What follows belongs to an exercise in optimizing a design on an open flow for small area; a production flow would make more cautious choices. RTL that was checked went through simulation tests only; none was proved equivalent to the original. Power figures rest on the tool's default switching activity, not on a simulated workload.

rev 12:
==> module pp_bop0, before the edit <==
module pp_bop0(input v, input nx, input ny, output b);
    assign b = ~(v ? nx : ny);
endmodule
==> module process, before the edit <==
module process(Rout,Gout,Bout,OKout,Rin,Gin,Bin,operation,value,clka,reset,OKin);
input clka,reset,OKin;
input [7:0]Rin,Gin,Bin,value;
input [2:0]operation;
output reg [7:0]Rout,Gout,Bout;
output reg OKout;
wire en = OKin & ~reset;
wire op_inc = (operation == 3'd0);
wire op_dec = (operation == 3'd1);
wire op_gry = (operation == 3'd2);
wire op_red = (operation == 3'd3);
wire op_grn = (operation == 3'd4);
wire op_blu = (operation == 3'd5);
wire op_thr = (operation == 3'd6);
wire op_inv = (operation == 3'd7);
wire s0a, c0a, s0b, c0b, s0c, c0c, z0, c0d;
pp_fa f0a(Rin[2], Rin[5], Rin[6], s0a, c0a);
pp_fa f0b(Gin[4], Gin[6], Bin[4], s0b, c0b);
pp_fa f0c(s0a, s0b, Bin[5], s0c, c0c);
pp_ha h0d(s0c, Bin[6], z0, c0d);
wire s1a, c1a, s1b, c1b, s1c, c1c, s1d, c1d, s1e, c1e, z1, c1f;
pp_fa f1a(Rin[3], Rin[6], Rin[7], s1a, c1a);
pp_fa f1b(Gin[5], Gin[7], Bin[5], s1b, c1b);
pp_fa f1c(Bin[6], Bin[7], c0a, s1c, c1c);
pp_fa f1d(c0b, c0c, c0d, s1d, c1d);
pp_fa f1e(s1a, s1b, s1c, s1e, c1e);
pp_ha h1f(s1e, s1d, z1, c1f);
wire s2a, c2a, s2b, c2b, s2c, c2c, s2d, c2d, z2, c2e;
pp_fa f2a(Rin[4], Rin[7], Gin[6], s2a, c2a);
pp_fa f2b(Bin[6], Bin[7], c1a, s2b, c2b);
pp_fa f2c(c1b, c1c, c1d, s2c, c2c);
pp_fa f2d(s2a, s2b, s2c, s2d, c2d);
pp_fa f2e(s2d, c1e, c1f, z2, c2e);
wire s3a, c3a, s3b, c3b, s3c, c3c, z3, c3d;
pp_fa f3a(Rin[5], Gin[7], Bin[7], s3a, c3a);
pp_fa f3b(c2a, c2b, c2c, s3b, c3b);
pp_fa f3c(s3a, s3b, c2d, s3c, c3c);
pp_ha h3d(s3c, c2e, z3, c3d);
wire s4a, c4a, z4, c4b;
pp_fa f4a(Rin[6], c3a, c3b, s4a, c4a);
pp_fa f4b(s4a, c3c, c3d, z4, c4b);
wire z5, c5a;
pp_fa f5a(Rin[7], c4a, c4b, z5, c5a);
wire [6:0] Z = {c5a, z5, z4, z3, z2, z1, z0};
wire op_gz = op_gry | op_thr;
wire bx = ~(op_dec | op_gz);
wire by = ~(op_inc | op_gz);
wire [7:0] b;
pp_bop0 bop0(value[0], ~bx, ~by, b[0]);
genvar m;
generate
    for (m = 1; m < 8; m = m + 1) begin : bop
        pp_bop u(value[m], ~bx, ~by, Z[m-1], op_gz, b[m]);
    end
endgenerate
wire cin = by;
wire [8:0] Rc, Gc, Bc;
wire [8:0] Rs, Gs, Bs;
assign Rc[0] = cin;
assign Gc[0] = cin;
assign Bc[0] = cin;
genvar j;
generate
    for (j = 0; j < 8; j = j + 1) begin : add
        pp_fa fr(Rin[j], b[j], Rc[j], Rs[j], Rc[j+1]);
        pp_fa fg(Gin[j], b[j], Gc[j], Gs[j], Gc[j+1]);
        pp_fa fb(Bin[j], b[j], Bc[j], Bs[j], Bc[j+1]);
    end
endgenerate
assign Rs[8] = Rc[8];
assign Gs[8] = Gc[8];
assign Bs[8] = Bc[8];
wire [7:0] Y = Gs[8:1];
wire [8:0] gt;
assign gt[0] = 1'b0;
assign gt[1] = Y[0] & ~value[0];
genvar i;
generate
    for (i = 1; i < 8; i = i + 1) begin : cmp
        pp_majn u(Y[i], value[i], gt[i], gt[i+1]);
    end
endgenerate
wire white = ~gt[8];
wire rP = en & (op_inc | (op_dec & Rs[8]) | op_red | (op_thr & white));
wire rQ = en & ((op_inc & Rs[8]) | op_inv | (op_thr & white));
wire gP = en & (op_inc | (op_dec & Gs[8]) | op_grn | (op_thr & white));
wire gQ = en & ((op_inc & Gs[8]) | op_inv | (op_thr & white));
wire bP = en & (op_inc | (op_dec & Bs[8]) | op_blu | (op_thr & white));
wire bQ = en & ((op_inc & Bs[8]) | op_inv | (op_thr & white));
wire selY = en & op_gry;
wire [7:0] yn = ~(Y & {8{selY}});
wire [7:0] Rn, Gn, Bn;
genvar k;
generate
    for (k = 0; k < 8; k = k + 1) begin : omux
        pp_omux ur(Rs[k], rP, rQ, yn[k], Rn[k]);
        pp_omux ug(Gs[k], gP, gQ, yn[k], Gn[k]);
        pp_omux ub(Bs[k], bP, bQ, yn[k], Bn[k]);
    end
endgenerate
always @(posedge clka) begin
    OKout <= en;
    Rout <= Rn;
    Gout <= Gn;
    Bout <= Bn;
end
endmodule
==> flow/config.mk <==
export PLATFORM = sky130hd
export DESIGN_NAME = process
export DESIGN_NICKNAME = process
export VERILOG_FILES = /design/flow/design.v
export SDC_FILE = /design/flow/constraint.sdc
export NUM_CORES = 4
export LEC_CHECK = 0
export CAP_MARGIN = 20
export CORE_MARGIN = 2
export CORE_UTILIZATION = 55
export SLEW_MARGIN = 20
export SYNTH_HIERARCHICAL = 1
==> flow/constraint.sdc <==
create_clock -name core_clock -period 10.0 [get_ports {clka}]
set_input_delay 2.0000 -clock core_clock [delete_from_list [all_inputs] [get_ports {clka}]]
set_output_delay 2.0000 -clock core_clock [all_outputs]
set_load 0.01 [all_outputs]
standard.sh (not shown) runs the stock make flow with config.mk's settings and CLKGATE_MAP_FILE= SYNTH_SCRIPT=/design/flow/synth_recipe.tcl, a recipe that flattens the netlist after the stock synthesis.
==> flow/flow/run.sh <==
#!/bin/bash
# Own layout flow: the standard flow (standard.sh) with three changes:
#  * synthesis is synth_recipe.tcl unchanged except that ABC maps each module for
#    area with area.abc (no buffering/upsizing) instead of ORFS's speed script;
#  * the port buffers are buf_1 instead of the buffer_ports default;
#  * CTS runs without a dummy load;
#  * everything else (floorplan, PDN, taps, CTS, routing) is the standard flow.
set -euo pipefail
WORK=$(pwd)
mkdir -p "$WORK/own"
sed 's#log_cmd abc {\*}$abc_args#log_cmd abc -script $::env(OWN_ABC_SCRIPT) {*}[lrange $abc_args 2 end]#' \
  "$FLOW_HOME/scripts/synth.tcl" > "$WORK/own/synth_mod.tcl"
grep -q OWN_ABC_SCRIPT "$WORK/own/synth_mod.tcl"
export OWN_SYNTH_MOD="$WORK/own/synth_mod.tcl"
export OWN_ABC_SCRIPT="$WORK/flow/area.abc"
bash standard.sh \
  "SYNTH_SCRIPT=$WORK/flow/own_synth.tcl" \
  "BUFFER_PORTS_ARGS=-buffer_cell sky130_fd_sc_hd__buf_1" \
  "CTS_ARGS=-sink_clustering_enable -repair_clock_nets -dont_use_dummy_load" \
  finish > "$WORK/standard_flow.log" 2>&1
==> flow/flow/area.abc <==
strash
&get -n
&dch -f
&nf -R 1000
&put
==> flow/flow/own_synth.tcl <==
# The standard synthesis (synth_recipe.tcl) with one change: ORFS's synth.tcl is used as
# synth_mod.tcl, a copy whose ABC call maps for area with flow/area.abc (written by run.sh).
proc synth {args} { yosys synth -nofsm -noshare {*}$args }
source $::env(OWN_SYNTH_MOD)
# left out here: clear keep_hierarchy, flatten, clean up, hide names made inside functions, write 1_2_yosys.v
The following lists how rev 13 was set up differently from rev 12:
--- a/flow/design.v
+++ b/flow/design.v
@@ -7,13 +7,10 @@
     assign s  = a ^ b;
     assign co = a & b;
 endmodule
 module pp_bop(input v, input nx, input ny, input z, input gz, output b);
     assign b = ~(v ? nx : ny) | (z & gz);
-endmodule
-module pp_bop0(input v, input nx, input ny, output b);
-    assign b = ~(v ? nx : ny);
 endmodule
 module pp_majn(input a, input bn, input c, output m);
     assign m = (a & ~bn) | (a & c) | (~bn & c);
 endmodule
 module pp_omux(input s, input P, input Q, input yn, output o);
@@ -64,16 +61,16 @@
 pp_fa f5a(Rin[7], c4a, c4b, z5, c5a);
 wire [6:0] Z = {c5a, z5, z4, z3, z2, z1, z0};
 wire op_gz = op_gry | op_thr;
 wire bx = ~(op_dec | op_gz);
 wire by = ~(op_inc | op_gz);
+wire [7:0] zb = {Z, 1'b0};
 wire [7:0] b;
-pp_bop0 bop0(value[0], ~bx, ~by, b[0]);
 genvar m;
 generate
-    for (m = 1; m < 8; m = m + 1) begin : bop
-        pp_bop u(value[m], ~bx, ~by, Z[m-1], op_gz, b[m]);
+    for (m = 0; m < 8; m = m + 1) begin : bop
+        pp_bop u(value[m], ~bx, ~by, zb[m], op_gz, b[m]);
     end
 endgenerate
 wire cin = by;
 wire [8:0] Rc, Gc, Bc;
 wire [8:0] Rs, Gs, Bs;
## What came out
- Count of placed standard cells including taps ended up 0.97% higher on rev 13 than on rev 12.
- The power per standard cell area reported for rev 13 is smaller than that of rev 12 by 2.1 nW/um^2.
- Diff rev 12 and rev 13: wire length lower in rev 13
- In rev 13 relative to rev 12, final RePlAce weighted congestion had gone up slightly.
- Comparing rev 12 and rev 13, the higher clock power share is on rev 13.
- Rev 12 → rev 13: combinational fraction of design power shows a reduction of 0.4 points; net count of the mapped netlist grew by about 1%; worst setup slack went up 120 ps; final cell area excluding filler cells now sits higher.
- On sequential share of layout area, rev 13 tracks rev 12 almost exactly.
- Delta (rev 13 minus rev 12): highest ir drop seen on vdd saw an increase; total power fell by about 0.8%.
Function not checked in rev 13: the RTL went through the layout flow alone.

-- separate check: timing with driven ports --
The flow's constraints put no driver on any port. The routed layouts listed below were extracted and timed again, unchanged, in two steps.
Step 1 sets driving cells, clkbuf_16 on the clock port and buf_2 on the other inputs (assumed; they add their load-dependent delay and slew).
Step 2 moves the port delays by t, midway between the first and last clock arrival at a register: inputs arrive t later, outputs are due t later. That takes back most of the time a late clock gives input paths.
Slacks: no drivers / after step 1 / after step 2; pairs: no drivers / after step 1.
run | t (ns) | setup slack, ns | worst setup path at the end | worst slew at a driven data input, ns
rev 12 | 0.283 | 0.665 / 0.671 / 0.387 | input to register | 0.03
rev 13 | 0.282 | 0.789 / 0.787 / 0.505 | input to register | 0.03
After both steps every run listed still meets setup and hold. For rev 13, which loses most, drivers alone change the setup slack by -0.002 ns; drivers and shift together by -0.284 ns.
